This is an optimization exercise on Yosys and OpenROAD, whose aim is a short achievable clock period and few clock cycles, not a production implementation.
Only simulation tests tie the RTL to the original design; equivalence was not proved.
Power is estimated from default activity; no workload was simulated.

==> design/flow/design.v <==
module cpu(
    input clk,
    input rst,
    input [31:0] icache_rdata,
    input icache_resp,
    output [31:0] icache_addr,
    output icache_read,
    input [31:0] dcache_rdata,
    input dcache_resp,
    output [31:0] dcache_addr,
    output dcache_read,
    output dcache_write,
    output [3:0] dcache_byte_en,
    output [31:0] dcache_wdata
);
logic [31:2] pc;
logic        btb_valid;
logic [31:2] btb_pc, btb_tgt;
logic        id_valid;
logic [31:0] id_instr;
logic [31:2] id_pc;
logic        id_bp;                         
logic        id_lui, id_auipc, id_jal, id_jalr, id_br;
logic        id_load, id_store, id_opimm, id_op;
logic [31:0] id_timm;                       
logic [31:0] id_bimm;                       
logic [31:0] ex_a, ex_b, ex_sd;             
logic        ex_wen;                        
logic [4:0]  ex_rd;
logic        ex_op_add, ex_op_sub, ex_op_sll, ex_op_slt, ex_op_sltu;
logic        ex_op_xor, ex_op_srl, ex_op_sra, ex_op_or, ex_op_and, ex_op_pres;
logic [31:0] ex_pres;                       
logic        ex_br, ex_pred;                
logic        ex_c_eq, ex_c_ne, ex_c_lt, ex_c_ge, ex_c_ltu, ex_c_geu;
logic [31:2] ex_alt;                        
logic        ex_load, ex_store, ex_jalr;
logic [2:0]  ex_f3;
logic        mem_wen;
logic [4:0]  mem_rd;
logic [31:0] mem_res;
logic        mem_rreq, mem_wreq;
logic [3:0]  mem_be;
logic [31:0] mem_wdata;
logic        mem_nl;                        
logic        ml_b0, ml_b1, ml_b2, ml_b3;    
logic        ml_h1, ml_h3;                  
logic        ml_w;                          
logic        ml_e1, ml_e2;                  
logic        ml_s0, ml_s1, ml_s2, ml_s3;    
logic        mem_redir;                     
logic [31:2] mem_target;
logic        wb_wen;
logic [4:0]  wb_rd;
logic [31:0] wb_res;
logic [31:0] rf [1:31];
assign icache_addr    = {pc, 2'b00};
assign icache_read    = 1'b1;
assign dcache_addr    = mem_res;
assign dcache_read    = mem_rreq;
assign dcache_write   = mem_wreq;
assign dcache_byte_en = mem_be;
assign dcache_wdata   = mem_wdata;
wire mstall = (mem_rreq | mem_wreq) & ~dcache_resp;
wire [31:0] fi = icache_rdata;
wire f_jal   = fi[6:2] == 5'b11011;
wire f_br    = fi[6:2] == 5'b11000;
wire f_store = fi[6:2] == 5'b01000;
wire [31:0] f_timm = f_jal ? {{12{fi[31]}}, fi[19:12], fi[20], fi[30:21], 1'b0}
                   : f_br  ? {{20{fi[31]}}, fi[7], fi[30:25], fi[11:8], 1'b0}
                   :         {fi[31:12], 12'h000};
wire [31:0] f_bimm = f_store ? {{21{fi[31]}}, fi[30:25], fi[11:7]}
                   :           {{21{fi[31]}}, fi[30:20]};
wire [2:0] f3  = id_instr[14:12];
wire [4:0] rs1 = id_instr[19:15];
wire [4:0] rs2 = id_instr[24:20];
wire [4:0] rd  = id_instr[11:7];
wire       b30 = id_instr[30];
wire uses_rs1 = ~(id_lui | id_auipc | id_jal);
wire uses_rs2 = id_br | id_store | id_op;
wire id_wen   = (id_lui | id_auipc | id_jal | id_jalr | id_load | id_opimm | id_op) & (rd != 5'd0);
wire [31:0] id_pcw   = {id_pc, 2'b00};
wire [31:0] id_pc4   = id_pcw + 32'd4;
wire [31:0] id_tgt   = id_pcw + id_timm;
wire        id_pred  = id_br & id_instr[31];           
wire [31:0] rv1 = (rs1 == 5'd0) ? 32'd0 : (wb_wen && wb_rd == rs1) ? wb_res : rf[rs1];
wire [31:0] rv2 = (rs2 == 5'd0) ? 32'd0 : (wb_wen && wb_rd == rs2) ? wb_res : rf[rs2];
wire a_fm  = ex_wen  && ex_rd  == rs1;
wire a_fw  = mem_wen && mem_rd == rs1;
wire r2_fm = ex_wen  && ex_rd  == rs2;
wire r2_fw = mem_wen && mem_rd == rs2;
wire id_stall = id_valid & ex_load & ex_wen &
                ((uses_rs1 && ex_rd == rs1) || (uses_rs2 && ex_rd == rs2));
wire id_taken    = id_jal | id_pred;
wire redirect_id = id_valid & (id_taken ^ id_bp);
wire [31:2] id_rtgt = id_taken ? id_tgt[31:2] : id_pc4[31:2];
wire btb_hit = btb_valid && btb_pc == pc;
wire [31:0] A  = ex_a;
wire [31:0] B  = ex_b;
wire [31:0] SD = ex_sd;
wire [31:0] sum  = A + B;
wire [31:0] diff = A - B;
wire        eq   = A == B;
wire        lt   = $signed(A) < $signed(B);
wire        ltu  = A < B;
wire [31:0] sll  = A << B[4:0];
wire [31:0] srl  = A >> B[4:0];
wire [31:0] sra  = $signed(A) >>> B[4:0];
wire [31:0] ex_res_other =
      ({32{ex_op_sub}}  & diff)
    | ({32{ex_op_sll}}  & sll)
    | ({32{ex_op_slt}}  & {31'd0, lt})
    | ({32{ex_op_sltu}} & {31'd0, ltu})
    | ({32{ex_op_xor}}  & (A ^ B))
    | ({32{ex_op_srl}}  & srl)
    | ({32{ex_op_sra}}  & sra)
    | ({32{ex_op_or}}   & (A | B))
    | ({32{ex_op_and}}  & (A & B))
    | ({32{ex_op_pres}} & ex_pres);
wire [31:0] ex_res = ex_op_add ? sum : ex_res_other;
wire taken = (ex_c_eq & eq) | (ex_c_ne & ~eq) | (ex_c_lt & lt) | (ex_c_ge & ~lt)
           | (ex_c_ltu & ltu) | (ex_c_geu & ~ltu);
wire mispredict = ex_br & (taken ^ ex_pred);
logic [3:0]  st_be;
logic [31:0] st_data;
always_comb begin
    case (ex_f3[1:0])
        2'b00: begin
            st_be   = 4'b0001 << sum[1:0];
            st_data = {4{SD[7:0]}};
        end
        2'b01: begin
            st_be   = sum[1] ? 4'b1100 : 4'b0011;
            st_data = {2{SD[15:0]}};
        end
        default: begin
            st_be   = 4'b1111;
            st_data = SD;
        end
    endcase
end
wire ld_sign = (ml_s0 & dcache_rdata[7])  | (ml_s1 & dcache_rdata[15])
             | (ml_s2 & dcache_rdata[23]) | (ml_s3 & dcache_rdata[31]);
wire [31:0] mem_val;
assign mem_val[7:0]   = ({8{ml_b0}} & dcache_rdata[7:0])   | ({8{ml_b1}} & dcache_rdata[15:8])
                      | ({8{ml_b2}} & dcache_rdata[23:16]) | ({8{ml_b3}} & dcache_rdata[31:24])
                      | ({8{mem_nl}} & mem_res[7:0]);
assign mem_val[15:8]  = ({8{ml_h1}} & dcache_rdata[15:8])  | ({8{ml_h3}} & dcache_rdata[31:24])
                      | ({8{ml_e1}} & {8{ld_sign}})        | ({8{mem_nl}} & mem_res[15:8]);
assign mem_val[31:16] = ({16{ml_w}} & dcache_rdata[31:16]) | ({16{ml_e2}} & {16{ld_sign}})
                      | ({16{mem_nl}} & mem_res[31:16]);
wire [1:0] lo = sum[1:0];
wire ld_b  = ex_f3[1:0] == 2'b00;           
wire ld_h  = ex_f3[1:0] == 2'b01;           
wire ld_w  = ex_f3[1:0] == 2'b10;           
wire ld_sg = ~ex_f3[2];                     
wire flush_mem = mem_redir;                 
wire [31:0] nx_a  = a_fm  ? ex_res : a_fw  ? mem_val : rv1;
wire [31:0] nx_r2 = r2_fm ? ex_res : r2_fw ? mem_val : rv2;
always_ff @(posedge clk) begin
    if (rst) begin
        pc       <= 30'h18;                 
        btb_valid <= 1'b0;
        id_valid <= 1'b0;
        ex_wen   <= 1'b0;
        ex_br    <= 1'b0;
        ex_load  <= 1'b0;
        ex_store <= 1'b0;
        ex_jalr  <= 1'b0;
        mem_wen  <= 1'b0;
        mem_rreq <= 1'b0;
        mem_wreq <= 1'b0;
        mem_redir <= 1'b0;
        wb_wen   <= 1'b0;
    end else if (!mstall) begin
        wb_wen <= mem_wen;
        wb_rd  <= mem_rd;
        wb_res <= mem_val;
        mem_wen    <= ex_wen   & ~flush_mem;
        mem_rreq   <= ex_load  & ~flush_mem;
        mem_wreq   <= ex_store & ~flush_mem;
        mem_redir  <= (ex_jalr | mispredict) & ~flush_mem;
        mem_rd     <= ex_rd;
        mem_res    <= ex_res;
        mem_be     <= st_be;
        mem_wdata  <= st_data;
        mem_nl     <= ~ex_load;
        ml_b0      <= ex_load & lo == 2'b00;
        ml_b1      <= ex_load & ld_b & lo == 2'b01;
        ml_b2      <= ex_load & ~ld_w & lo == 2'b10;
        ml_b3      <= ex_load & ld_b & lo == 2'b11;
        ml_h1      <= ex_load & (ld_w | ld_h & ~lo[1]);
        ml_h3      <= ex_load & ld_h & lo[1];
        ml_w       <= ex_load & ld_w;
        ml_e1      <= ex_load & ld_b;
        ml_e2      <= ex_load & ~ld_w;
        ml_s0      <= ex_load & ld_sg & ld_b & lo == 2'b00;
        ml_s1      <= ex_load & ld_sg & (ld_b & lo == 2'b01 | ld_h & ~lo[1]);
        ml_s2      <= ex_load & ld_sg & ld_b & lo == 2'b10;
        ml_s3      <= ex_load & ld_sg & (ld_b & lo == 2'b11 | ld_h & lo[1]);
        mem_target <= ex_jalr ? sum[31:2] : ex_alt;
        if (flush_mem || id_stall || !id_valid) begin
            ex_wen   <= 1'b0;
            ex_br    <= 1'b0;
            ex_load  <= 1'b0;
            ex_store <= 1'b0;
            ex_jalr  <= 1'b0;
        end else begin
            ex_wen   <= id_wen;
            ex_br    <= id_br;
            ex_load  <= id_load;
            ex_store <= id_store;
            ex_jalr  <= id_jalr;
        end
        ex_rd    <= rd;
        ex_a     <= nx_a;
        ex_b     <= ((id_op | id_br) & r2_fm) ? ex_res
                  : (id_op | id_br) ? (r2_fw ? mem_val : rv2) : id_bimm;
        ex_sd    <= nx_r2;
        ex_pres  <= id_lui ? id_timm : id_auipc ? id_tgt : id_pc4;
        ex_op_pres <= id_lui | id_auipc | id_jal | id_jalr;
        ex_op_add  <= id_load | id_store | ((id_opimm | id_op) & f3 == 3'b000 & ~(id_op & b30));
        ex_op_sub  <= id_op & f3 == 3'b000 & b30;
        ex_op_sll  <= (id_opimm | id_op) & f3 == 3'b001;
        ex_op_slt  <= (id_opimm | id_op) & f3 == 3'b010;
        ex_op_sltu <= (id_opimm | id_op) & f3 == 3'b011;
        ex_op_xor  <= (id_opimm | id_op) & f3 == 3'b100;
        ex_op_srl  <= (id_opimm | id_op) & f3 == 3'b101 & ~b30;
        ex_op_sra  <= (id_opimm | id_op) & f3 == 3'b101 & b30;
        ex_op_or   <= (id_opimm | id_op) & f3 == 3'b110;
        ex_op_and  <= (id_opimm | id_op) & f3 == 3'b111;
        ex_c_eq  <= f3 == 3'b000;
        ex_c_ne  <= f3 == 3'b001;
        ex_c_lt  <= f3 == 3'b100;
        ex_c_ge  <= f3 == 3'b101;
        ex_c_ltu <= f3 == 3'b110;
        ex_c_geu <= f3 == 3'b111;
        ex_pred  <= id_pred;
        ex_alt   <= id_pred ? id_pc4[31:2] : id_tgt[31:2];
        ex_f3    <= f3;
        if (flush_mem) begin
            id_valid <= 1'b0;
            pc       <= mem_target;
        end else if (id_stall) begin
        end else if (redirect_id) begin
            id_valid <= 1'b0;
            pc       <= id_rtgt;
            if (id_pred && !id_bp) begin
                btb_valid <= 1'b1;
                btb_pc    <= id_pc;
                btb_tgt   <= id_tgt[31:2];
            end
        end else begin
            id_valid <= icache_resp;
            id_instr <= icache_rdata;
            id_pc    <= pc;
            id_bp    <= btb_hit;
            id_lui   <= fi[6:2] == 5'b01101;
            id_auipc <= fi[6:2] == 5'b00101;
            id_jal   <= f_jal;
            id_jalr  <= fi[6:2] == 5'b11001;
            id_br    <= f_br;
            id_load  <= fi[6:2] == 5'b00000;
            id_store <= f_store;
            id_opimm <= fi[6:2] == 5'b00100;
            id_op    <= fi[6:2] == 5'b01100;
            id_timm  <= f_timm;
            id_bimm  <= f_bimm;
            if (icache_resp)
                pc <= btb_hit ? btb_tgt : pc + 30'd1;
        end
    end
end
always_ff @(posedge clk) begin
    if (wb_wen)
        rf[wb_rd] <= wb_res;
end
endmodule
==> design/flow/flow/run.sh <==
#!/bin/bash
set -euo pipefail
bash standard.sh SETUP_SLACK_MARGIN=6.0 finish > standard_make.log 2>&1
==> design/flow/standard.sh <==
#!/bin/bash
# synth_recipe.tcl (not shown) runs the flow's synth.tcl, then flattens the netlist and writes it again
# the make line also repeats each setting of config.mk as NAME=value (left out here)
make -C /OpenROAD-flow-scripts/flow DESIGN_CONFIG=/design/flow/config.mk WORK_HOME=/design/flow/orfs CLKGATE_MAP_FILE= SYNTH_SCRIPT=/design/flow/synth_recipe.tcl "${@:-finish}"
==> design/flow/config.mk <==
export PLATFORM = sky130hd
export DESIGN_NAME = cpu
export DESIGN_NICKNAME = cpu
export VERILOG_FILES = /design/flow/design.v
export SDC_FILE = /design/flow/constraint.sdc
export NUM_CORES = 4
export LEC_CHECK = 0
export ABC_CLOCK_PERIOD_IN_PS = 3000
export CAP_MARGIN = 20
export CORE_MARGIN = 2
export CORE_UTILIZATION = 40
export SLEW_MARGIN = 20
==> design/flow/constraint.sdc <==
create_clock -name core_clock -period 9.5 [get_ports {clk}]
set_input_delay 1.9000 -clock core_clock [delete_from_list [all_inputs] [get_ports {clk}]]
set_output_delay 1.9000 -clock core_clock [all_outputs]
set_load 0.01 [all_outputs]
==> summary.md, run 1 <==
| Metric | Value |
|---|---|
| Status | `complete, no violations` |
| Clock Sinks | `1,541` |
| Min-delay src | `ex_store` |
| Ys async rst share | `0%` |
| Dominant synthesized flop cell | `edfxtp_1` |
| H-tree depth | `4` |
| Most frequent cell after synthesis | `edfxtp_1` |
| Vias | `58,043` |
| Pwr Density | `211 nW/um^2` |
| Seq cells post-synth | `1,541` |
| Die area | `210,000 sq um` |
| Max-slew violation count | `0` |
| R2R Setup Slk | `5900 ps` |
| WL/cell | `34.7 um` |
| Crit path from | `ex_b[1]` |
| Worst slew pin tran | `1130 ps` |
| Area Overhead vs Synth | `19.5%` |
| CP startpoint kind | `register` |
| Post-synth top area share | `54.3%` |
| FMAX | `278 MHz` |
| Clk slew on worst S/H paths | `60 ps` |
| First-pass GRT wire length | `430 mm` |
| Die W | `458 um` |
| Num CTS Buffers | `169` |
| Synthesized area | `82,400 sq um` |
| Synthesized area per cell | `14.2 sq um` |
| Maximum buffer depth of the clock tree | `3` |
| Vias in the first global route | `56,294` |
| VDD IR max | `0.000188 V` |
| Largest family of logic cells by synthesized area | `multiplexers` |
| Post-synthesis cell type with the largest combined area | `edfxtp_1` |
| EDFF count, synth | `1,489` |
| Final Hold Fails | `0` |
| Crit end category | `register` |
| Max-Cap Viols | `0` |
| DRC | `0` |
| Critical Setup Path Class | `register to register` |
| Clk Latency, worst-skew pair | `840 ps` |
| Synth Area in Simple Gates | `6.77%` |
| Core area | `205,000 sq um` |
| Tcrit/Tclk final | `37.9%` |
| GP Congestion | `0.977` |
| Fillcell total | `17,455` |
| Pin count of the biggest net entering global routing | `86` |
| Initial antenna violation count | `7` |
| IO Pins | `171` |
| Inst Count DP | `8,355` |
| Peak fanout along the critical path | `12` |
| Skew final | `77.4 ps` |
| All-Layer GR Usage | `28.8%` |
| Netlist cell types | `107` |
| Final setup vio count | `0` |
| Via density | `6.50` |
| CP arrival | `4160 ps` |
| TNS Setup | `0 ps` |
| Post-synthesis mux area share | `20.7%` |
| RSZ-0062 raised after global routing | `yes` |
| Total power after layout | `20,800 uW` |
| Post-synthesis xor/xnor area fraction | `1.84%` |
| Leak Pwr | `0.0332 uW` |
| CTS tree | `built` |
| Yosys warns | `1` |
| Starting Density | `40.3%` |
| Slew headroom | `24.7%` |
| DR pass1 iterations | `7` |
| Antenna viol nets, final | `0` |
| Detailed Route Iter0 Violations | `7,812` |
| Worst hold slack | `459 ps` |
| Final nets | `6,315` |
| R2r startpoint | `ex_b[1]` |
| Post-route minimum period | `3600 ps` |
| Synth top cells by count | `1,489 x edfxtp_1, 610 x mux4_2, 404 x nand2_1` |
| Share of cells above drive strength 1 | `29.7%` |
| PortBufs | `165` |
| DPL Wire Length | `193 mm` |
| Hold WC Path Type | `register to register` |
| Critical Path RT | `10,060 ps` |
| Grt ovf | `0` |
| Post-Layout Cell Count | `8,931` |
| Largest cells by area after synthesis | `edfxtp_1 54%, mux4_2 17%, mux2i_1 2.3%, ha_1 1.9%, nand2_1 1.8%` |
| Overall routed net length | `310 mm` |
| Post-Synthesis Cells | `5,803` |
| Row Count | `166` |
| Die height | `458 um` |
| Sequential share of the synthesized area | `55.5%` |
| Root buffer cell | `clkbuf_16` |
| Synth Area in Compound Gates | `10.0%` |
| Synth Area in Adders | `2.02%` |
==> path summary, 6_finish.rpt <==
| check | to | cells after the start |
|---|---|---|
| hold reg to reg | ex_store | 2 |
| setup reg to reg | ex_b[6] | 11 |
| setup / recovery | ex_b[6] | 11 |
| hold / removal | ex_store | 2 |
==> registers in the layout, summed over array words and instances, names as in the netlist, 31 cells and up, named ones only <==
register and flops:
mem_res 32, ex_b 32, ex_pres 31, wb_res 32, mem_wdata 32, ex_a 32, rf 992, ex_sd 32
==> layout by cell type (no fill, tap or decap), drive strengths merged, types with 82 or more instances in the layout <==
cell type / count
edfxtp: 1489
mux4: 616
nand2: 404
buf: 391
nor2: 357
a21oi: 265
o21ai: 253
clkbuf: 204
mux2i: 188
inv: 175
a211oi: 144
ha: 128
mux2: 111
nand3: 96
nor3: 92
xnor2: 91
clkinv: 84
xor2: 82
==> report_power, final <==
group / switching [uW] / leakage (uW) / total, uW / internal (uW)
clock: 2840 / 0.00255 / 6410 / 3570
combinational: 3560 / 0.0165 / 6030 / 2470
sequential: 432 / 0.0141 / 8370 / 7940
==> area by class of cell <==
cell class	instances	area, sq um	area share, %
multi-input cells	3656	37100	37.7
well taps	2688	3360	3.42
repair inverters	4	45.0	0.0457
clock inverters	97	933	0.948
clock buffers	199	4360	4.43
diodes	2	5.00	0.00508
flip-flops and latches	1541	45900	46.6
inverters	179	757	0.769
repair buffers	565	6010	6.10
==> cells by family after synthesis <==
logic type / Yosys count
simple gates: 1216
compound gates: 1215
mux: 915
fa+ha+maj: 131
other cells: 2
buf+inv: 610
xor+xnor: 173
flops: 1541
==> per-stage QoR <==
stage / setup slack (ps) / instance area, sq um / util [%]
after floorplan: 757 / 82600 / -
after global placement: 3970 / 87000 / 42.5
after detailed placement: 3880 / 87000 / 42.5
after CTS: 5850 / 96600 / 47.2
after global routing: 5880 / 98500 / 48.1
final: 5900 / 98500 / 48.1
==> worst max-delay path, cell delays in order, from the launching register on <==
cell and delay, ps:
edfxtp_1 350, buf_8 170, buf_12 150, buf_16 150
mux4_2 530, mux2i_2 300, o21ai_0 230, a221oi_1 450
o21ai_2 220, o22ai_2 260, a21oi_2 210, mux2_2 330
==> metal layers <==
layer,vias up,routed length [um],GRT usage (%)
li1,23945,-,-
met4,4,18500,15.4
met3,703,28100,5.44
met2,3313,148000,46.7
met1,30078,115000,36.7
met5,-,27,0
==> repair_timing <==
action | CTS | global route
setup buffers | 159 | 65
pin swaps | 80 | 72
endpoints found under the setup margin | 604 | 245
cloned | 29 | 5
resized for setup | 643 | 190
hold buffers | 0 | 0
Testbench counts, summed over its fixed seeds: cycles 94,341.
==> run 2, diff against run 1 <==
--- a/design/flow/design.v
+++ b/design/flow/design.v
@@ -36,4 +36,5 @@
 logic        ex_load, ex_store, ex_jalr;
 logic [2:0]  ex_f3;
+logic [31:2] ex_pc4;
 logic        mem_wen;
 logic [4:0]  mem_rd;
@@ -49,4 +50,6 @@
 logic        ml_s0, ml_s1, ml_s2, ml_s3;    
 logic        mem_redir;                     
+logic [31:2] mem_pc4;                       
+logic        fail_q;                        
 logic [31:2] mem_target;
 logic        wb_wen;
@@ -61,5 +64,5 @@
 assign dcache_byte_en = mem_be;
 assign dcache_wdata   = mem_wdata;
-wire mstall = (mem_rreq | mem_wreq) & ~dcache_resp;
+wire mfail = (mem_rreq | mem_wreq) & ~dcache_resp;    
 wire [31:0] fi = icache_rdata;
 wire f_jal   = fi[6:2] == 5'b11011;
@@ -155,29 +158,69 @@
 wire ld_sg = ~ex_f3[2];                     
 wire flush_mem = mem_redir;                 
+wire kill_ex   = flush_mem | fail_q;        
 wire [31:0] nx_a  = a_fm  ? ex_res : a_fw  ? mem_val : rv1;
 wire [31:0] nx_r2 = r2_fm ? ex_res : r2_fw ? mem_val : rv2;
 always_ff @(posedge clk) begin
     if (rst) begin
-        pc       <= 30'h18;                 
+        pc        <= 30'h18;                
         btb_valid <= 1'b0;
-        id_valid <= 1'b0;
-        ex_wen   <= 1'b0;
-        ex_br    <= 1'b0;
-        ex_load  <= 1'b0;
-        ex_store <= 1'b0;
-        ex_jalr  <= 1'b0;
-        mem_wen  <= 1'b0;
-        mem_rreq <= 1'b0;
-        mem_wreq <= 1'b0;
+        id_valid  <= 1'b0;
+        ex_wen    <= 1'b0;
+        ex_br     <= 1'b0;
+        ex_load   <= 1'b0;
+        ex_store  <= 1'b0;
+        ex_jalr   <= 1'b0;
+        mem_wen   <= 1'b0;
+        mem_rreq  <= 1'b0;
+        mem_wreq  <= 1'b0;
         mem_redir <= 1'b0;
-        wb_wen   <= 1'b0;
-    end else if (!mstall) begin
-        wb_wen <= mem_wen;
-        wb_rd  <= mem_rd;
-        wb_res <= mem_val;
-        mem_wen    <= ex_wen   & ~flush_mem;
-        mem_rreq   <= ex_load  & ~flush_mem;
-        mem_wreq   <= ex_store & ~flush_mem;
-        mem_redir  <= (ex_jalr | mispredict) & ~flush_mem;
+        wb_wen    <= 1'b0;
+        fail_q    <= 1'b0;
+    end else begin
+        fail_q <= mfail;
+        wb_wen <= mem_wen & ~mfail;
+        if (!mfail) begin
+            mem_wen   <= ex_wen   & ~kill_ex;
+            mem_rreq  <= ex_load  & ~kill_ex;
+            mem_wreq  <= ex_store & ~kill_ex;
+            mem_redir <= (ex_jalr | mispredict) & ~kill_ex;
+        end
+        if (kill_ex || id_stall || !id_valid) begin
+            ex_wen   <= 1'b0;
+            ex_br    <= 1'b0;
+            ex_load  <= 1'b0;
+            ex_store <= 1'b0;
+            ex_jalr  <= 1'b0;
+        end else begin
+            ex_wen   <= id_wen;
+            ex_br    <= id_br;
+            ex_load  <= id_load;
+            ex_store <= id_store;
+            ex_jalr  <= id_jalr;
+        end
+        if (fail_q) begin
+            id_valid <= 1'b0;
+            pc       <= mem_pc4;
+        end else if (flush_mem) begin
+            id_valid <= 1'b0;
+            pc       <= mem_target;
+        end else if (id_stall) begin
+        end else if (redirect_id) begin
+            id_valid <= 1'b0;
+            pc       <= id_rtgt;
+            if (id_pred && !id_bp)
+                btb_valid <= 1'b1;
+        end else begin
+            id_valid <= icache_resp;
+            if (icache_resp)
+                pc <= btb_hit ? btb_tgt : pc + 30'd1;
+        end
+    end
+end
+always_ff @(posedge clk) begin
+    wb_rd  <= mem_rd;
+    wb_res <= mem_val;
+    if (!mfail) begin
+        mem_pc4    <= ex_pc4;
         mem_rd     <= ex_rd;
         mem_res    <= ex_res;
@@ -199,57 +242,39 @@
         ml_s3      <= ex_load & ld_sg & (ld_b & lo == 2'b11 | ld_h & lo[1]);
         mem_target <= ex_jalr ? sum[31:2] : ex_alt;
-        if (flush_mem || id_stall || !id_valid) begin
-            ex_wen   <= 1'b0;
-            ex_br    <= 1'b0;
-            ex_load  <= 1'b0;
-            ex_store <= 1'b0;
-            ex_jalr  <= 1'b0;
-        end else begin
-            ex_wen   <= id_wen;
-            ex_br    <= id_br;
-            ex_load  <= id_load;
-            ex_store <= id_store;
-            ex_jalr  <= id_jalr;
-        end
-        ex_rd    <= rd;
-        ex_a     <= nx_a;
-        ex_b     <= ((id_op | id_br) & r2_fm) ? ex_res
-                  : (id_op | id_br) ? (r2_fw ? mem_val : rv2) : id_bimm;
-        ex_sd    <= nx_r2;
-        ex_pres  <= id_lui ? id_timm : id_auipc ? id_tgt : id_pc4;
-        ex_op_pres <= id_lui | id_auipc | id_jal | id_jalr;
-        ex_op_add  <= id_load | id_store | ((id_opimm | id_op) & f3 == 3'b000 & ~(id_op & b30));
-        ex_op_sub  <= id_op & f3 == 3'b000 & b30;
-        ex_op_sll  <= (id_opimm | id_op) & f3 == 3'b001;
-        ex_op_slt  <= (id_opimm | id_op) & f3 == 3'b010;
-        ex_op_sltu <= (id_opimm | id_op) & f3 == 3'b011;
-        ex_op_xor  <= (id_opimm | id_op) & f3 == 3'b100;
-        ex_op_srl  <= (id_opimm | id_op) & f3 == 3'b101 & ~b30;
-        ex_op_sra  <= (id_opimm | id_op) & f3 == 3'b101 & b30;
-        ex_op_or   <= (id_opimm | id_op) & f3 == 3'b110;
-        ex_op_and  <= (id_opimm | id_op) & f3 == 3'b111;
-        ex_c_eq  <= f3 == 3'b000;
-        ex_c_ne  <= f3 == 3'b001;
-        ex_c_lt  <= f3 == 3'b100;
-        ex_c_ge  <= f3 == 3'b101;
-        ex_c_ltu <= f3 == 3'b110;
-        ex_c_geu <= f3 == 3'b111;
-        ex_pred  <= id_pred;
-        ex_alt   <= id_pred ? id_pc4[31:2] : id_tgt[31:2];
-        ex_f3    <= f3;
-        if (flush_mem) begin
-            id_valid <= 1'b0;
-            pc       <= mem_target;
-        end else if (id_stall) begin
-        end else if (redirect_id) begin
-            id_valid <= 1'b0;
-            pc       <= id_rtgt;
+    end
+    ex_rd    <= rd;
+    ex_a     <= nx_a;
+    ex_b     <= ((id_op | id_br) & r2_fm) ? ex_res
+              : (id_op | id_br) ? (r2_fw ? mem_val : rv2) : id_bimm;
+    ex_sd    <= nx_r2;
+    ex_pres  <= id_lui ? id_timm : id_auipc ? id_tgt : id_pc4;
+    ex_op_pres <= id_lui | id_auipc | id_jal | id_jalr;
+    ex_op_add  <= id_load | id_store | ((id_opimm | id_op) & f3 == 3'b000 & ~(id_op & b30));
+    ex_op_sub  <= id_op & f3 == 3'b000 & b30;
+    ex_op_sll  <= (id_opimm | id_op) & f3 == 3'b001;
+    ex_op_slt  <= (id_opimm | id_op) & f3 == 3'b010;
+    ex_op_sltu <= (id_opimm | id_op) & f3 == 3'b011;
+    ex_op_xor  <= (id_opimm | id_op) & f3 == 3'b100;
+    ex_op_srl  <= (id_opimm | id_op) & f3 == 3'b101 & ~b30;
+    ex_op_sra  <= (id_opimm | id_op) & f3 == 3'b101 & b30;
+    ex_op_or   <= (id_opimm | id_op) & f3 == 3'b110;
+    ex_op_and  <= (id_opimm | id_op) & f3 == 3'b111;
+    ex_c_eq  <= f3 == 3'b000;
+    ex_c_ne  <= f3 == 3'b001;
+    ex_c_lt  <= f3 == 3'b100;
+    ex_c_ge  <= f3 == 3'b101;
+    ex_c_ltu <= f3 == 3'b110;
+    ex_c_geu <= f3 == 3'b111;
+    ex_pred  <= id_pred;
+    ex_alt   <= id_pred ? id_pc4[31:2] : id_tgt[31:2];
+    ex_f3    <= f3;
+    ex_pc4   <= id_pc4[31:2];
+    if (!fail_q && !flush_mem && !id_stall) begin
+        if (redirect_id) begin
             if (id_pred && !id_bp) begin
-                btb_valid <= 1'b1;
-                btb_pc    <= id_pc;
-                btb_tgt   <= id_tgt[31:2];
+                btb_pc  <= id_pc;
+                btb_tgt <= id_tgt[31:2];
             end
         end else begin
-            id_valid <= icache_resp;
             id_instr <= icache_rdata;
             id_pc    <= pc;
@@ -266,6 +291,4 @@
             id_timm  <= f_timm;
             id_bimm  <= f_bimm;
-            if (icache_resp)
-                pc <= btb_hit ? btb_tgt : pc + 30'd1;
         end
     end
==> run 2 against run 1 <==
Critical endpoint is now ex_a[11]. Area after synthesis shrank 0.51%. Register-to-register slack is essentially flat. Sequential cell count grew 61. Sequential share of layout area grew 0.41 points. Worst setup slack lost 13 ps. Wire length shrank 1.4%. Clock power grew 7.6%. Synthesized cell count grew 1.8%. Cell area shrank 2.2%.
==> summary.md, run 2 <==
| Metric | Value |
|---|---|
| Status | `complete, no violations` |
| Maximum buffer depth of the clock tree | `3 (unchanged)` |
| Max reg flops | `992 (unchanged)` |
| Tcrit/Tclk final | `38.1% (+0.14 points)` |
| P_sw | `7440 uW (+8.9%)` |
| Post-synthesis cell type with the largest combined area | `edfxtp_1` |
| Post-synth top area share | `47.6% (-6.7 points)` |
| EDFF count, synth | `1,299 (-13%)` |
| Synthesized area per cell | `13.9 sq um (-2.2%)` |
| Clk slew on worst S/H paths | `70 ps (about the same)` |
| Area Overhead vs Synth | `17.5%` |
| Core area | `204,000 sq um (-0.20%)` |
| Clk Latency, worst-skew pair | `850 ps (about the same)` |
| Die W | `457 um (-0.25%)` |
| VDD IR max | `0.000222 V (+18%)` |
| Post-Synthesis Cells | `5,906 (+1.8%)` |
| CP startpoint kind | `register` |
| Most frequent cell after synthesis | `edfxtp_1` |
| Yosys warns | `1 (unchanged)` |
| Initial antenna violation count | `29 (+22)` |
| Vias | `57,518 (-0.90%)` |
| Ys async rst share | `0% (unchanged)` |
| GP Congestion | `0.979 (+0.21%)` |
| DR pass1 iterations | `7 (unchanged)` |
| Vias in the first global route | `55,063 (-2.2%)` |
| Final nets | `6,295 (-0.32%)` |
| Seq cells post-synth | `1,602 (+4.0%)` |
| WHS Path Cells | `0 (-2)` |
| Commonest non-fill, non-tap cell in the layout | `edfxtp_1` |
| IO Pins | `171 (unchanged)` |
| Max-slew violation count | `0 (unchanged)` |
| Num CTS Buffers | `170 (+0.59%)` |
| PortBufs | `165 (unchanged)` |
| CTS tree | `built` |
| Reg power frac | `42.3% (+2.1 points)` |
| Sequential share of the synthesized area | `55.0% (-0.55 points)` |
| Internal power | `14,900 uW (+6.8%)` |
| Final core utilization | `47.2% (-0.96 points)` |
| Final Instance Area | `96,300 sq um (-2.2%)` |
| TNS Setup | `0 ps (unchanged)` |
| Critical Setup Path Class | `register to register` |
| Leak Pwr | `0.0339 uW (+2.2%)` |
| Synthesized area | `82,000 sq um (-0.51%)` |
| Share of cells above drive strength 1 | `26.9% (-2.7 points)` |
| Hold WC Path Type | `register to register` |
| Dominant synthesized flop cell | `edfxtp_1` |
| Antenna viol nets, final | `0 (unchanged)` |
| Starting Density | `40.1% (-0.12 points)` |
| Final Hold Fails | `0 (unchanged)` |
| Root buffer cell | `clkbuf_16` |
| First-pass GRT wire length | `422 mm (-1.8%)` |
| WL/cell | `34.1 um (-1.5%)` |
| All-Layer GR Usage | `28.4% (-0.36 points)` |
| Max-Cap Viols | `0 (unchanged)` |
| DP Area | `86,600 sq um (-0.46%)` |
| Final Worst Setup Slack | `5880 ps (-13.2 ps)` |
| Detailed Route Iter0 Violations | `8,098 (+3.7%)` |
| Pin count of the biggest net entering global routing | `82 (-4.7%)` |
| Die height | `457 um (-0.25%)` |
| Post-Layout Cell Count | `8,942 (+0.12%)` |
| Synth top cells by count | `1,299 x edfxtp_1, 622 x mux4_2, 395 x nand2_1` |
| Row Count | `166 (unchanged)` |
| Largest cells by area after synthesis | `edfxtp_1 48%, mux4_2 17%, dfxtp_1 7.4%, mux2i_1 2.5%, ha_1 2.0%` |
| Worst R2R Path Depth | `6 (-5)` |
| Post-CTS Hold Buffers | `0 (unchanged)` |
| Pre-CTS WS | `4500 ps (+620 ps)` |
| Final setup vio count | `0 (unchanged)` |
| Peak fanout along the critical path | `32 (+20)` |
| H-tree depth | `4 (unchanged)` |
| Clock group share of total power | `30.9% (about the same)` |
| Fillcell total | `17,679 (+1.3%)` |
| Comb power frac | `26.8% (-2.2 points)` |
| Most frequent cells in the layout | `1,299 x edfxtp_1, 622 x mux4_2, 390 x nand2_1` |
| Slew headroom | `22.2% (-2.5 points)` |
| Critical Path RT | `10,140 ps (+80 ps)` |
| Post-route minimum period | `3620 ps (+13.2 ps)` |
| Worst slew pin tran | `1150 ps (+24.7 ps)` |
| Via density | `6.43 (-1.0%)` |
| DPL Wire Length | `193 mm (+0.45%)` |
| Pwr Density | `232 nW/um^2 (+9.9%)` |
| Skew final | `82.6 ps (+5.14 ps)` |
| Grt ovf | `0 (unchanged)` |
| Netlist cell types | `98 (-8.4%)` |
| Biggest register | `rf` |
| Clock Sinks | `1,602 (+4.0%)` |
| Switching share of power | `33.3% (+0.44 points)` |
| DRC | `0 (unchanged)` |
| CP arrival | `4260 ps (+100 ps)` |
| Crit end category | `register` |
| Overall routed net length | `305 mm (-1.4%)` |
| RSZ-0062 raised after global routing | `yes` |
| Die area | `209,000 sq um (-0.51%)` |
| Inst Count DP | `8,447 (+1.1%)` |
| FMAX | `276 MHz (-0.36%)` |
==> run 2: kinds of logic (layout without fill, tap and decap cells) <==
family	after synthesis	in the layout	share of synthesized area [%]
flops	1602	1602	55.0
simple gates	1221	1222	6.81
compound gates	1208	1208	10.1
mux	911	911	20.9
buf+inv	656	990	3.32
xor+xnor	175	175	1.87
fa+ha+maj	131	131	2.03
other cells	2	15	0.00916
==> run 2: final cells by class <==
class                      count  area, sq um  share of cell area (%)
clock inverter                94         1120                    1.16
tap                         2688         3360                    3.49
sequential                  1602        45300                    47.0
multi-input combinational   3650        36000                    37.4
antenna                       12         30.0                  0.0312
timing repair buffer         473         5040                    5.24
inverter                     199          774                   0.804
clock buffer                 224         4690                    4.87
==> run 2: path summary, 6_finish.rpt <==
check / from / to / slack, ps
worst min-delay path: id_instr[7] / ex_rd[0] / 370
worst max register to register: register / ex_a[11] / 5880
worst max-delay path: register / ex_a[11] / 5880
worst min register to register: id_instr[7] / ex_rd[0] / 370
==> run 2: power by group through the flow <==
stage          clock, uW  combinational (uW)  sequential, uW
2_1_floorplan          0                3150            9120
3_3_place_gp           0                4990            9600
3_5_place_dp           0                5000            9620
4_1_cts             6980                5560            9430
5_1_grt             7270                6210            9510
6_report            6900                6000            9450
==> run 2: through the flow <==
stage / power (uW) / hold slack, ps
finish: 22400 / 368
global route: 23000 / 366
CTS: 22000 / 364
detailed placement: 14600 / 350
global placement: 14600 / 358
floorplan: 12300 / 339
==> run 2: critical path, stage by stage, from the launching register on <==
cell and delay [ps]:
dfxtp_4 770, buf_6 450, mux4_2 330, mux2i_1 70
o21ai_0 920, a22oi_1 230, a21oi_1 550
==> run 2: routing by layer <==
layer  global-route usage (%)  routed length [um]
met5                        0                  84
met2                     45.7              146000
met4                     14.5               17200
met3                     5.45               28200
met1                     36.8              114000
==> run 2: timing repair <==
| item | in CTS | in global routing |
|---|---|---|
| cloned | 13 | 6 |
| pin swaps | 29 | 50 |
| resized for setup | 526 | 151 |
| endpoints found under the setup margin | 460 | 302 |
| buffers inserted | 81 | 65 |
Testbench counts of run 2, summed over its fixed seeds: cycles 94,341.
==> run 3, diff against run 2 <==
--- a/design/flow/design.v
+++ b/design/flow/design.v
@@ -25,5 +25,8 @@
 logic [31:0] id_timm;                       
 logic [31:0] id_bimm;                       
+logic [31:1] id_rs1_oh, id_rs2_oh;          
 logic [31:0] ex_a, ex_b, ex_sd;             
+logic [4:0]  ex_shl, ex_shr;                
+logic [31:0] ex_sa;                         
 logic        ex_wen;                        
 logic [4:0]  ex_rd;
@@ -39,5 +42,7 @@
 logic        mem_wen;
 logic [4:0]  mem_rd;
-logic [31:0] mem_res;
+logic [31:1] mem_we;                        
+logic [31:0] mem_res;                       
+logic [31:0] mem_addr;                      
 logic        mem_rreq, mem_wreq;
 logic [3:0]  mem_be;
@@ -55,9 +60,10 @@
 logic        wb_wen;
 logic [4:0]  wb_rd;
+logic [31:1] wb_we;                         
 logic [31:0] wb_res;
 logic [31:0] rf [1:31];
 assign icache_addr    = {pc, 2'b00};
 assign icache_read    = 1'b1;
-assign dcache_addr    = mem_res;
+assign dcache_addr    = mem_addr;
 assign dcache_read    = mem_rreq;
 assign dcache_write   = mem_wreq;
@@ -86,6 +92,15 @@
 wire [31:0] id_tgt   = id_pcw + id_timm;
 wire        id_pred  = id_br & id_instr[31];           
-wire [31:0] rv1 = (rs1 == 5'd0) ? 32'd0 : (wb_wen && wb_rd == rs1) ? wb_res : rf[rs1];
-wire [31:0] rv2 = (rs2 == 5'd0) ? 32'd0 : (wb_wen && wb_rd == rs2) ? wb_res : rf[rs2];
+logic [31:0] rf1, rf2;
+always_comb begin
+    rf1 = 32'd0;
+    rf2 = 32'd0;
+    for (int i = 1; i < 32; i++) begin
+        rf1 = rf1 | (rf[i] & {32{id_rs1_oh[i]}});
+        rf2 = rf2 | (rf[i] & {32{id_rs2_oh[i]}});
+    end
+end
+wire [31:0] rv1 = (wb_wen && wb_rd == rs1) ? wb_res : rf1;
+wire [31:0] rv2 = (wb_wen && wb_rd == rs2) ? wb_res : rf2;
 wire a_fm  = ex_wen  && ex_rd  == rs1;
 wire a_fw  = mem_wen && mem_rd == rs1;
@@ -106,7 +121,7 @@
 wire        lt   = $signed(A) < $signed(B);
 wire        ltu  = A < B;
-wire [31:0] sll  = A << B[4:0];
-wire [31:0] srl  = A >> B[4:0];
-wire [31:0] sra  = $signed(A) >>> B[4:0];
+wire [31:0] sll  = ex_sa << ex_shl;
+wire [31:0] srl  = ex_sa >> ex_shr;
+wire [31:0] sra  = $signed(ex_sa) >>> ex_shr;
 wire [31:0] ex_res_other =
       ({32{ex_op_sub}}  & diff)
@@ -176,10 +191,15 @@
         mem_redir <= 1'b0;
         wb_wen    <= 1'b0;
+        wb_we     <= '0;
+        mem_we    <= '0;
         fail_q    <= 1'b0;
     end else begin
         fail_q <= mfail;
         wb_wen <= mem_wen & ~mfail;
+        wb_we  <= mem_we & {31{~mfail}};
         if (!mfail) begin
             mem_wen   <= ex_wen   & ~kill_ex;
+            for (int i = 1; i < 32; i++)
+                mem_we[i] <= ex_wen && !kill_ex && ex_rd == i;
             mem_rreq  <= ex_load  & ~kill_ex;
             mem_wreq  <= ex_store & ~kill_ex;
@@ -221,8 +241,9 @@
     wb_rd  <= mem_rd;
     wb_res <= mem_val;
+    mem_res <= ex_res;
     if (!mfail) begin
         mem_pc4    <= ex_pc4;
         mem_rd     <= ex_rd;
-        mem_res    <= ex_res;
+        mem_addr   <= sum;
         mem_be     <= st_be;
         mem_wdata  <= st_data;
@@ -245,7 +266,10 @@
     ex_rd    <= rd;
     ex_a     <= nx_a;
+    ex_sa    <= (f3[1:0] == 2'b01) ? nx_a : 32'd0;
     ex_b     <= ((id_op | id_br) & r2_fm) ? ex_res
               : (id_op | id_br) ? (r2_fw ? mem_val : rv2) : id_bimm;
     ex_sd    <= nx_r2;
+    ex_shl   <= (f3 == 3'b001) ? (id_op ? nx_r2[4:0] : id_bimm[4:0]) : 5'd0;
+    ex_shr   <= (f3 == 3'b101) ? (id_op ? nx_r2[4:0] : id_bimm[4:0]) : 5'd0;
     ex_pres  <= id_lui ? id_timm : id_auipc ? id_tgt : id_pc4;
     ex_op_pres <= id_lui | id_auipc | id_jal | id_jalr;
@@ -290,4 +314,8 @@
             id_op    <= fi[6:2] == 5'b01100;
             id_timm  <= f_timm;
+            for (int i = 1; i < 32; i++) begin
+                id_rs1_oh[i] <= fi[19:15] == i;
+                id_rs2_oh[i] <= fi[24:20] == i;
+            end
             id_bimm  <= f_bimm;
         end
@@ -295,6 +323,7 @@
 end
 always_ff @(posedge clk) begin
-    if (wb_wen)
-        rf[wb_rd] <= wb_res;
+    for (int i = 1; i < 32; i++)
+        if (wb_we[i])
+            rf[i] <= wb_res;
 end
 endmodule
--- a/design/flow/config.mk
+++ b/design/flow/config.mk
@@ -6,5 +6,4 @@
 export NUM_CORES = 4
 export LEC_CHECK = 0
-export ABC_CLOCK_PERIOD_IN_PS = 3000
 export CAP_MARGIN = 20
 export CORE_MARGIN = 2
==> run 3 against run 2 <==
Critical endpoint is now ex_sa[5]. Worst setup slack got worse by 78 ps. Hold slack better by 4.2 ps. Global-route usage is 6.4 points higher.
==> summary.md, run 3 <==
| Metric | Value |
|---|---|
| R2r startpoint | `id_rs1_oh[11]` |
| First-pass GRT wire length | `509 mm (+21%)` |
| Die W | `456 um (-0.19%)` |
| Antenna viol nets, final | `0 (unchanged)` |
| Commonest non-fill, non-tap cell in the layout | `edfxtp_1` |
| Slew headroom | `19.6% (-2.6 points)` |
| Via density | `7.07 (+10%)` |
| Max-slew violation count | `0 (unchanged)` |
| Layer with the highest usage | `met2` |
| Min-delay src | `id_instr[10]` |
| Leak Pwr | `0.0332 uW (-2.2%)` |
| CTS tree | `built` |
| Final Hold Fails | `0 (unchanged)` |
| PortBufs | `165 (unchanged)` |
| Core area | `203,000 sq um (-0.80%)` |
| VDD IR max | `0.000220 V (-1.1%)` |
| GR Util met1 | `41.8% (+5.0 points)` |
| Worst r2r dst | `ex_sa[5]` |
| Synthesized area per cell | `12.3 sq um (-11%)` |
| Fillcell total | `17,955 (+1.6%)` |
| Final nets | `6,986 (+11%)` |
| Switching share of power | `36.8% (+3.5 points)` |
| Root buffer cell | `clkbuf_16` |
| DPL Wire Length | `228 mm (+18%)` |
| Netlist cell types | `99 (+1.0%)` |
| Most frequent cells in the layout | `1,361 x edfxtp_1, 442 x nand2_1, 394 x nor2_1` |
| Sequential share of the synthesized area | `60.6% (+5.6 points)` |
| Hold EP | `ex_rd[3]` |
| Area Overhead vs Synth | `15.7%` |
| Biggest register | `rf` |
| Grt ovf | `0 (unchanged)` |
| Worst slew pin tran | `1190 ps (+40.7 ps)` |
| Post-route minimum period | `3690 ps (+78.0 ps)` |
| CP arrival | `4360 ps (+100 ps)` |
| CP startpoint kind | `register` |
| Status | `complete, no violations` |
| Maximum buffer depth of the clock tree | `3 (unchanged)` |
| Row Count | `165 (-0.60%)` |
| Met3 Usage GRT | `12.1% (+6.7 points)` |
| IO Pins | `171 (unchanged)` |
| Comb power frac | `29.8% (+3.0 points)` |
| Overall routed net length | `378 mm (+24%)` |
| Internal power | `16,500 uW (+11%)` |
| Max reg flops | `992 (unchanged)` |
| P_sw | `9600 uW (+29%)` |
| Largest cells by area after synthesis | `edfxtp_1 50%, dfxtp_1 11%, a221oi_1 3.7%, a22o_1 3.4%, a22oi_1 2.7%` |
| Starting Density | `40.3% (+0.17 points)` |
| Post-synthesis cell type with the largest combined area | `edfxtp_1` |
| Tcrit/Tclk final | `38.9% (+0.82 points)` |
| Reg power frac | `41.7% (-0.6 points)` |
| RSZ-0062 raised after global routing | `yes` |
| Post-synth top area share | `50.0% (+2.5 points)` |
| FMAX | `271 MHz (-2.1%)` |
| Die height | `456 um (-0.19%)` |
| Peak fanout along the critical path | `23 (-28%)` |
| EDFF count, synth | `1,361 (+4.8%)` |
| Most frequent cell after synthesis | `edfxtp_1` |
| Share of cells above drive strength 1 | `14.7% (-12 points)` |
| Post-Layout Cell Count | `9,621 (+7.6%)` |
| Final setup vio count | `0 (unchanged)` |
| Pin count of the biggest net entering global routing | `121 (+48%)` |
| Seq cells post-synth | `1,790 (+12%)` |
| Clock Sinks | `1,790 (+12%)` |
| Hold WC Path Type | `register to register` |
| Clock group share of total power | `28.4% (-2.5 points)` |
| Critical Setup Path Class | `register to register` |
| Worst R2R Path Depth | `9 (+3)` |
| GP Congestion | `0.991 (+1.1%)` |
| Synth top cells by count | `1,361 x edfxtp_1, 448 x nand2_1, 429 x dfxtp_1` |
| Inst Count DP | `9,212 (+9.1%)` |
| Pwr Density | `276 nW/um^2 (+19%)` |
| Met2 Resource Use GR | `52.1% (+6.4 points)` |
| Vias | `68,055 (+18%)` |
| DR pass1 iterations | `12 (+5)` |
| Detailed Route Iter0 Violations | `13,798 (+70%)` |
| Yosys warns | `2 (+1)` |
| Critical Path RT | `10,160 ps (+20 ps)` |
| Ys async rst share | `0% (unchanged)` |
| Die area | `208,000 sq um (-0.38%)` |
| H-tree depth | `4 (unchanged)` |
| TNS Setup | `0 ps (unchanged)` |
| Initial antenna violation count | `18 (-38%)` |
| Max-Cap Viols | `0 (unchanged)` |
| R2R Setup Slk | `5810 ps (-80 ps)` |
| All-Layer GR Usage | `34.9% (+6.4 points)` |
| Dominant synthesized flop cell | `edfxtp_1` |
| Num CTS Buffers | `183 (+7.6%)` |
| Vias in the first global route | `63,637 (+16%)` |
| Clk slew on worst S/H paths | `60 ps (about the same)` |
| Crit end category | `register` |
| Post-Synthesis Cells | `6,634 (+12%)` |
| WL/cell | `39.3 um (+15%)` |
| Skew final | `96.7 ps (+14.1 ps)` |
| DRC | `0 (unchanged)` |
| WHS Path Cells | `0 (unchanged)` |
| Synthesized area | `81,700 sq um (-0.38%)` |
| Clk Latency, worst-skew pair | `890 ps (+40 ps)` |
[run 3: cell types whose count changed after synthesis, moves of 53 or more]
cell	previous run	this run
a22o_1	23	321
dfxtp_1	303	429
mux4_2	622	57
edfxtp_1	1299	1361
a222oi_1	23	83
nand2_1	395	448
a221oi_1	22	343
nand4_1	36	167
mux2i_1	201	88
a22oi_1	59	296
[run 3: metal layers]
metal	vias to the layer above	share of wire, %	wire length (um)
li1	26714	-	-
met1	32988	34	127000
met2	6441	42	160000
met3	1892	15	56000
met4	20	9.2	34700
met5	-	0.076	288
[run 3: worst max path at each step]
stage,start,to
2_1_floorplan,id_br,btb_pc[10]
3_3_place_gp,dcache_rdata[23],ex_sa[25]
3_5_place_dp,dcache_rdata[23],ex_sa[25]
4_1_cts,id_instr[17],ex_sa[0]
5_1_grt,dcache_rdata[7],ex_sa[29]
6_report,id_rs1_oh[11],ex_sa[5]
[run 3: logic make-up (layout without fill, tap and decap cells)]
logic type      count (synthesis)  after routing  share of synthesized area, %
mux                           232            232                          3.85
flops                        1790           1790                          60.6
simple gates                 1547           1550                          9.06
fa+ha+maj                     130            130                          2.02
other cells                     2             12                       0.00920
compound gates               2086           2086                          19.4
buf+inv                       672            974                          3.23
xor+xnor                      175            175                          1.88
[run 3: timing repair]
action                     in CTS  in global routing
resized for setup             351                 99
pin swaps                      20                 17
buffers inserted               34                 22
hold buffers                    0                  0
gates cloned                    5                  2
setup endpoints to repair     556                260
[run 3: layout make-up]
class | count | area (sq um) | share of cell area, %
diodes | 9 | 22.5 | 0.0238
clock inverters | 93 | 1040 | 1.10
repair buffers | 426 | 3650 | 3.86
repair inverters | 3 | 17.5 | 0.0185
clock buffers | 244 | 5130 | 5.43
flip-flops and latches | 1790 | 49600 | 52.5
inverters | 208 | 806 | 0.853
well taps | 2672 | 3340 | 3.54
multi-input cells | 4176 | 30800 | 32.6
[run 3: worst max-delay path, cell delays in order, from the launching register on]
cell      delay (ps)
edfxtp_1         460
buf_4            310
buf_4            710
a22o_1           250
a221oi_1          50
nand3_1          100
nor3_1           100
a211oi_1         520
a21oi_1          220
a211oi_1         730
[run 3: power by group through the flow]
stage                     sequential (uW)  combinational, uW  clock [uW]
after floorplan                     10600               3770           0
after global placement              11000               6810           0
after detailed placement            11000               6830           0
after CTS                           10800               7240        7440
after global routing                10900               7990        7730
final                               10900               7780        7420
[run 3: through the flow]
step | area [sq um] | power, uW | utilization [%] | hold WS (ps) | setup WS (ps)
finish | 94500 | 26100 | 46.7 | 373 | 5810
global route | 94500 | 26700 | 46.6 | 387 | 5980
CTS | 93800 | 25500 | 46.3 | 370 | 5910
detailed placement | 86500 | 17800 | 42.7 | 354 | 4800
global placement | 86500 | 17800 | 42.7 | 354 | 4840
floorplan | 81700 | 14300 | - | 339 | 5910
Testbench counts of run 3, summed over its fixed seeds: cycles 94,341.
==> run 4, diff against run 3 <==
--- a/design/flow/design.v
+++ b/design/flow/design.v
@@ -25,5 +25,4 @@
 logic [31:0] id_timm;                       
 logic [31:0] id_bimm;                       
-logic [31:1] id_rs1_oh, id_rs2_oh;          
 logic [31:0] ex_a, ex_b, ex_sd;             
 logic [4:0]  ex_shl, ex_shr;                
@@ -34,6 +33,5 @@
 logic        ex_op_xor, ex_op_srl, ex_op_sra, ex_op_or, ex_op_and, ex_op_pres;
 logic [31:0] ex_pres;                       
-logic        ex_br, ex_pred;                
-logic        ex_c_eq, ex_c_ne, ex_c_lt, ex_c_ge, ex_c_ltu, ex_c_geu;
+logic        ex_m_eq, ex_m_ne, ex_m_lt, ex_m_ge, ex_m_ltu, ex_m_geu;
 logic [31:2] ex_alt;                        
 logic        ex_load, ex_store, ex_jalr;
@@ -92,15 +90,6 @@
 wire [31:0] id_tgt   = id_pcw + id_timm;
 wire        id_pred  = id_br & id_instr[31];           
-logic [31:0] rf1, rf2;
-always_comb begin
-    rf1 = 32'd0;
-    rf2 = 32'd0;
-    for (int i = 1; i < 32; i++) begin
-        rf1 = rf1 | (rf[i] & {32{id_rs1_oh[i]}});
-        rf2 = rf2 | (rf[i] & {32{id_rs2_oh[i]}});
-    end
-end
-wire [31:0] rv1 = (wb_wen && wb_rd == rs1) ? wb_res : rf1;
-wire [31:0] rv2 = (wb_wen && wb_rd == rs2) ? wb_res : rf2;
+wire [31:0] rv1 = (rs1 == 5'd0) ? 32'd0 : (wb_wen && wb_rd == rs1) ? wb_res : rf[rs1];
+wire [31:0] rv2 = (rs2 == 5'd0) ? 32'd0 : (wb_wen && wb_rd == rs2) ? wb_res : rf[rs2];
 wire a_fm  = ex_wen  && ex_rd  == rs1;
 wire a_fw  = mem_wen && mem_rd == rs1;
@@ -136,7 +125,6 @@
     | ({32{ex_op_pres}} & ex_pres);
 wire [31:0] ex_res = ex_op_add ? sum : ex_res_other;
-wire taken = (ex_c_eq & eq) | (ex_c_ne & ~eq) | (ex_c_lt & lt) | (ex_c_ge & ~lt)
-           | (ex_c_ltu & ltu) | (ex_c_geu & ~ltu);
-wire mispredict = ex_br & (taken ^ ex_pred);
+wire mispredict = (ex_m_eq & eq) | (ex_m_ne & ~eq) | (ex_m_lt & lt) | (ex_m_ge & ~lt)
+                | (ex_m_ltu & ltu) | (ex_m_geu & ~ltu);
 logic [3:0]  st_be;
 logic [31:0] st_data;
@@ -174,4 +162,27 @@
 wire flush_mem = mem_redir;                 
 wire kill_ex   = flush_mem | fail_q;        
+wire ex_redir  = mispredict & ~kill_ex;     
+wire [2:0] mf3 = f3 ^ {2'b00, id_pred};
+logic [31:2] pc_seq;
+logic        idv_seq;
+always_comb begin
+    pc_seq  = pc;
+    idv_seq = id_valid;
+    if (fail_q) begin
+        idv_seq = 1'b0;
+        pc_seq  = mem_pc4;
+    end else if (flush_mem) begin
+        idv_seq = 1'b0;
+        pc_seq  = mem_target;
+    end else if (id_stall) begin
+    end else if (redirect_id) begin
+        idv_seq = 1'b0;
+        pc_seq  = id_rtgt;
+    end else begin
+        idv_seq = icache_resp;
+        if (icache_resp)
+            pc_seq = btb_hit ? btb_tgt : pc + 30'd1;
+    end
+end
 wire [31:0] nx_a  = a_fm  ? ex_res : a_fw  ? mem_val : rv1;
 wire [31:0] nx_r2 = r2_fm ? ex_res : r2_fw ? mem_val : rv2;
@@ -182,5 +193,10 @@
         id_valid  <= 1'b0;
         ex_wen    <= 1'b0;
-        ex_br     <= 1'b0;
+        ex_m_eq   <= 1'b0;
+        ex_m_ne   <= 1'b0;
+        ex_m_lt   <= 1'b0;
+        ex_m_ge   <= 1'b0;
+        ex_m_ltu  <= 1'b0;
+        ex_m_geu  <= 1'b0;
         ex_load   <= 1'b0;
         ex_store  <= 1'b0;
@@ -204,9 +220,14 @@
             mem_rreq  <= ex_load  & ~kill_ex;
             mem_wreq  <= ex_store & ~kill_ex;
-            mem_redir <= (ex_jalr | mispredict) & ~kill_ex;
+            mem_redir <= ex_jalr & ~kill_ex;
         end
-        if (kill_ex || id_stall || !id_valid) begin
+        if (kill_ex || ex_redir || id_stall || !id_valid) begin
             ex_wen   <= 1'b0;
-            ex_br    <= 1'b0;
+            ex_m_eq  <= 1'b0;
+            ex_m_ne  <= 1'b0;
+            ex_m_lt  <= 1'b0;
+            ex_m_ge  <= 1'b0;
+            ex_m_ltu <= 1'b0;
+            ex_m_geu <= 1'b0;
             ex_load  <= 1'b0;
             ex_store <= 1'b0;
@@ -214,26 +235,18 @@
         end else begin
             ex_wen   <= id_wen;
-            ex_br    <= id_br;
+            ex_m_eq  <= id_br && mf3 == 3'b000;
+            ex_m_ne  <= id_br && mf3 == 3'b001;
+            ex_m_lt  <= id_br && mf3 == 3'b100;
+            ex_m_ge  <= id_br && mf3 == 3'b101;
+            ex_m_ltu <= id_br && mf3 == 3'b110;
+            ex_m_geu <= id_br && mf3 == 3'b111;
             ex_load  <= id_load;
             ex_store <= id_store;
             ex_jalr  <= id_jalr;
         end
-        if (fail_q) begin
-            id_valid <= 1'b0;
-            pc       <= mem_pc4;
-        end else if (flush_mem) begin
-            id_valid <= 1'b0;
-            pc       <= mem_target;
-        end else if (id_stall) begin
-        end else if (redirect_id) begin
-            id_valid <= 1'b0;
-            pc       <= id_rtgt;
-            if (id_pred && !id_bp)
-                btb_valid <= 1'b1;
-        end else begin
-            id_valid <= icache_resp;
-            if (icache_resp)
-                pc <= btb_hit ? btb_tgt : pc + 30'd1;
-        end
+        pc       <= ex_redir ? ex_alt : pc_seq;
+        id_valid <= idv_seq & ~ex_redir;
+        if (!fail_q && !flush_mem && !id_stall && redirect_id && id_pred && !id_bp)
+            btb_valid <= 1'b1;
     end
 end
@@ -262,5 +275,5 @@
         ml_s2      <= ex_load & ld_sg & ld_b & lo == 2'b10;
         ml_s3      <= ex_load & ld_sg & (ld_b & lo == 2'b11 | ld_h & lo[1]);
-        mem_target <= ex_jalr ? sum[31:2] : ex_alt;
+        mem_target <= sum[31:2];
     end
     ex_rd    <= rd;
@@ -284,11 +297,4 @@
     ex_op_or   <= (id_opimm | id_op) & f3 == 3'b110;
     ex_op_and  <= (id_opimm | id_op) & f3 == 3'b111;
-    ex_c_eq  <= f3 == 3'b000;
-    ex_c_ne  <= f3 == 3'b001;
-    ex_c_lt  <= f3 == 3'b100;
-    ex_c_ge  <= f3 == 3'b101;
-    ex_c_ltu <= f3 == 3'b110;
-    ex_c_geu <= f3 == 3'b111;
-    ex_pred  <= id_pred;
     ex_alt   <= id_pred ? id_pc4[31:2] : id_tgt[31:2];
     ex_f3    <= f3;
@@ -314,8 +320,4 @@
             id_op    <= fi[6:2] == 5'b01100;
             id_timm  <= f_timm;
-            for (int i = 1; i < 32; i++) begin
-                id_rs1_oh[i] <= fi[19:15] == i;
-                id_rs2_oh[i] <= fi[24:20] == i;
-            end
             id_bimm  <= f_bimm;
         end
--- a/design/flow/config.mk
+++ b/design/flow/config.mk
@@ -8,4 +8,4 @@
 export CAP_MARGIN = 20
 export CORE_MARGIN = 2
-export CORE_UTILIZATION = 40
+export CORE_UTILIZATION = 55
 export SLEW_MARGIN = 20
==> run 4 against run 3 <==
Still clean on timing, DRC and antenna. Global-route usage grew 15 points. Synthesized cell count grew 4.1%. Wire length grew 2.1%. Sequential cell count shrank 94. Die area shrank 29%. Non-clock buffer count grew 287. Critical endpoint is now ex_b[25].
==> summary.md, run 4 <==
| Metric | Value |
|---|---|
| Clock Sinks | `1,696 (-5.3%)` |
| Detailed Route Iter0 Violations | `15,165 (+9.9%)` |
| R2R Setup Slk | `5450 ps (-360 ps)` |
| IO Pins | `171 (unchanged)` |
| Synthesized area | `79,900 sq um (-2.2%)` |
| Met2 Resource Use GR | `71.5% (+19 points)` |
| Most frequent cell after synthesis | `edfxtp_1` |
| Share of cells above drive strength 1 | `20.9% (+6.2 points)` |
| Met3 Usage GRT | `20.7% (+8.6 points)` |
| Max reg flops | `992 (unchanged)` |
| Maximum buffer depth of the clock tree | `3 (unchanged)` |
| Clk slew on worst S/H paths | `70 ps (about the same)` |
| VDD IR max | `0.000192 V (-13%)` |
| Hold EP | `mem_pc4[23]` |
| Grt ovf | `0 (unchanged)` |
| Die height | `385 um (-16%)` |
| Core area | `144,000 sq um (-29%)` |
| Seq cells post-synth | `1,696 (-5.3%)` |
| Synthesized area per cell | `11.6 sq um (-6.0%)` |
| Antenna viol nets, final | `0 (unchanged)` |
| Critical Path RT | `10,250 ps (+90 ps)` |
| DPL Wire Length | `230 mm (+0.74%)` |
| Pre-CTS WS | `4440 ps (-360 ps)` |
| Pwr Density | `253 nW/um^2 (-8.6%)` |
| Post-Synthesis Cells | `6,903 (+4.1%)` |
| Final core utilization | `67.1% (+20 points)` |
| Post-CTS Hold Buffers | `0 (unchanged)` |
| Final Hold Fails | `0 (unchanged)` |
| WHS Path Cells | `0 (unchanged)` |
| GP Congestion | `1.02 (+3.1%)` |
| All-Layer GR Usage | `50.0% (+15 points)` |
| Leak Pwr | `0.0349 uW (+5.3%)` |
| Final nets | `7,506 (+7.4%)` |
| Commonest non-fill, non-tap cell in the layout | `edfxtp_1` |
| Synth top cells by count | `1,269 x edfxtp_1, 837 x a22oi_1, 634 x nand2_1` |
| Die W | `385 um (-16%)` |
| EDFF count, synth | `1,269 (-6.8%)` |
| Skew final | `57.2 ps (-39.5 ps)` |
| Dominant synthesized flop cell | `edfxtp_1` |
| Post-synth top area share | `47.7% (-2.3 points)` |
| Starting Density | `55.5% (+15 points)` |
| Final Worst Setup Slack | `5450 ps (-355 ps)` |
| Die area | `148,000 sq um (-29%)` |
| Most frequent cells in the layout | `1,269 x edfxtp_1, 824 x a22oi_1, 620 x nand2_1` |
| DR pass1 iterations | `13 (+1)` |
| Layer with the highest usage | `met2` |
| Final setup vio count | `0 (unchanged)` |
| H-tree depth | `4 (unchanged)` |
| Overall routed net length | `386 mm (+2.1%)` |
| Status | `complete, no violations` |
| Initial antenna violation count | `19 (+1)` |
| Netlist cell types | `117 (+18%)` |
| Largest cells by area after synthesis | `edfxtp_1 48%, dfxtp_1 11%, a22oi_1 7.9%, nand2_1 3.0%, ha_1 2.0%` |
| Vias in the first global route | `65,622 (+3.1%)` |
| Clk Latency, worst-skew pair | `900 ps (about the same)` |
| Biggest register | `rf` |
| Post-route minimum period | `4050 ps (+355 ps)` |
| Pin count of the biggest net entering global routing | `94 (-22%)` |
| DRC | `0 (unchanged)` |
| Num CTS Buffers | `174 (-4.9%)` |
| GR Util met1 | `59.5% (+18 points)` |
| Worst R2R Path Depth | `12 (+3)` |
| CP arrival | `4800 ps (+440 ps)` |
| Row Count | `139 (-16%)` |
| Slew headroom | `18.4% (-1.2 points)` |
| Max-slew violation count | `0 (unchanged)` |
| Vias | `71,987 (+5.8%)` |
| TNS Setup | `0 ps (unchanged)` |
| Yosys warns | `34 (+32)` |
| WL/cell | `41.2 um (+4.9%)` |
| Worst r2r dst | `ex_b[25]` |
| CTS tree | `built` |
| Worst slew pin tran | `1220 ps (+29.3 ps)` |
| Critical Setup Path Class | `register to register` |
| Inst Count DP | `8,681 (-5.8%)` |
| Via density | `7.69 (+8.6%)` |
| Root buffer cell | `clkbuf_16` |
| CP startpoint kind | `register` |
| Min-delay src | `ex_pc4[23]` |
| First-pass GRT wire length | `514 mm (+0.89%)` |
| Post-synthesis cell type with the largest combined area | `edfxtp_1` |
| Post-Layout Cell Count | `9,367 (-2.6%)` |
| Crit end category | `register` |
| Ys async rst share | `0% (unchanged)` |
| Hold WC Path Type | `register to register` |
| Max-Cap Viols | `0 (unchanged)` |
| Area Overhead vs Synth | `20.7%` |
| Sequential share of the synthesized area | `58.4% (-2.2 points)` |
| R2r startpoint | `id_instr[22]` |
| FMAX | `247 MHz (-8.8%)` |
| PortBufs | `165 (unchanged)` |
| RSZ-0062 raised after global routing | `yes` |
| Peak fanout along the critical path | `14 (-39%)` |
| Tcrit/Tclk final | `42.6% (+3.7 points)` |
## run 4: cell type report
type	count	area [sq um]
Clock buffer	217	4640
Multi-Input combinational cell	4497	33400
Sequential cell	1696	46900
Timing Repair Buffer	713	6820
Tap cell	1903	2380
Fill cell	10608	47400
Inverter	225	877
Clock inverter	105	1380
Antenna cell	10	25.0
Timing Repair inverter	1	5.00
## run 4: kinds of logic (layout without fill, tap and decap cells)
group                    Yosys count  count (layout)  synth area share (%)
adder cells (fa/ha/maj)          130             130                  2.06
AND/OR/NAND/NOR                 1799            1801                  10.9
XOR/XNOR                         185             185                  2.03
buffers and inverters            714            1261                  3.62
AO/OA/AOI/OAI                   2162            2163                  19.7
flip-flops                      1696            1696                  58.4
other                              2              13               0.00940
multiplexers                     215             215                  3.32
## run 4: power breakdown
group          internal (uW)  total [uW]  switching (uW)
registers               9230       10300            1020
clock network           4080        7220            3140
logic                   2590        6890            4300
## run 4: worst max path at each step
stage / start / to / cells after the start
after floorplan: id_br / id_auipc / 6
after global placement: id_instr[21] / ex_b[11] / 12
after detailed placement: id_instr[21] / ex_b[11] / 12
after CTS: ex_b[14] / ex_sa[28] / 11
after global routing: id_instr[22] / ex_b[25] / 12
final: id_instr[22] / ex_b[25] / 12
## run 4: what timing repair did
item,4_1_cts,5_1_grt
endpoints found under the hold margin,0,0
buffers inserted,184,154
pin swaps,116,126
cloned,5,11
resized for setup,634,340
setup endpoints to repair,431,178
## run 4: worst max-delay path, cell delays in order (launching register included)
cell and delay [ps]:
edfxtp_1 430, buf_12 200, or3b_4 460, nor2_4 340, buf_8 280, buf_16 240
a22oi_1 120, and4_1 220, nand4_1 670, o211ai_1 260, a21oi_2 250, a211oi_2 70
o31ai_1 270
## run 4: layer usage
layer  routed length, um  vias up  part of all wire (%)
li1                    -    27695                     -
met1              124000    34306                    32
met2              157000     7581                    41
met3               63500     2369                    16
met4               41500       36                    11
met5                 747        -                  0.19
## run 4: metrics by stage
step	power, uW	hold WS, ps	area (sq um)
after floorplan	13000	339	80000
after global routing	24800	385	96400
after global placement	15600	370	83900
after detailed placement	15700	355	83900
after CTS	23300	376	93400
final	24400	372	96400
Testbench counts of run 4, summed over its fixed seeds: cycles 92,639.

==> port drivers added, routing unchanged <==
The flow's constraints put no driver on any port. The routed layouts listed below were extracted and timed again, unchanged, in two steps. Step 1 (the two cells are an assumption about what drives the block):
set clk [get_ports {clk}]
set_driving_cell -lib_cell sky130_fd_sc_hd__clkbuf_16 $clk
set_driving_cell -lib_cell sky130_fd_sc_hd__buf_2 [delete_from_list [all_inputs] $clk]
Step 2 adds t to the input delays and takes it off the output delays; t is the mean of the earliest and latest rising clock arrival at the registers after step 1. Input paths then give back, and output paths get back, about the clock's delay inside the block. Slacks: ideal / step 1 / step 2; pairs: ideal / step 1.
run	t, ns	setup WS [ns]	hold slack, ns	worst slew at a driven data input, ns
run 1	0.885	5.896 / 5.896 / 5.195	0.459 / 0.459 / 0.459	0.09
run 2	0.900	5.883 / 5.883 / 5.156	0.368 / 0.368 / 0.368	0.15
run 3	0.931	5.805 / 5.805 / 5.097	0.373 / 0.373 / 0.373	0.12
run 4	0.959	5.450 / 5.450 / 5.117	0.372 / 0.372 / 0.372	0.06
After both steps setup and hold are still met in every run listed. The setup slack of run 2, which loses most, moves by 0.000 ns with the drivers and by -0.727 ns with both steps.
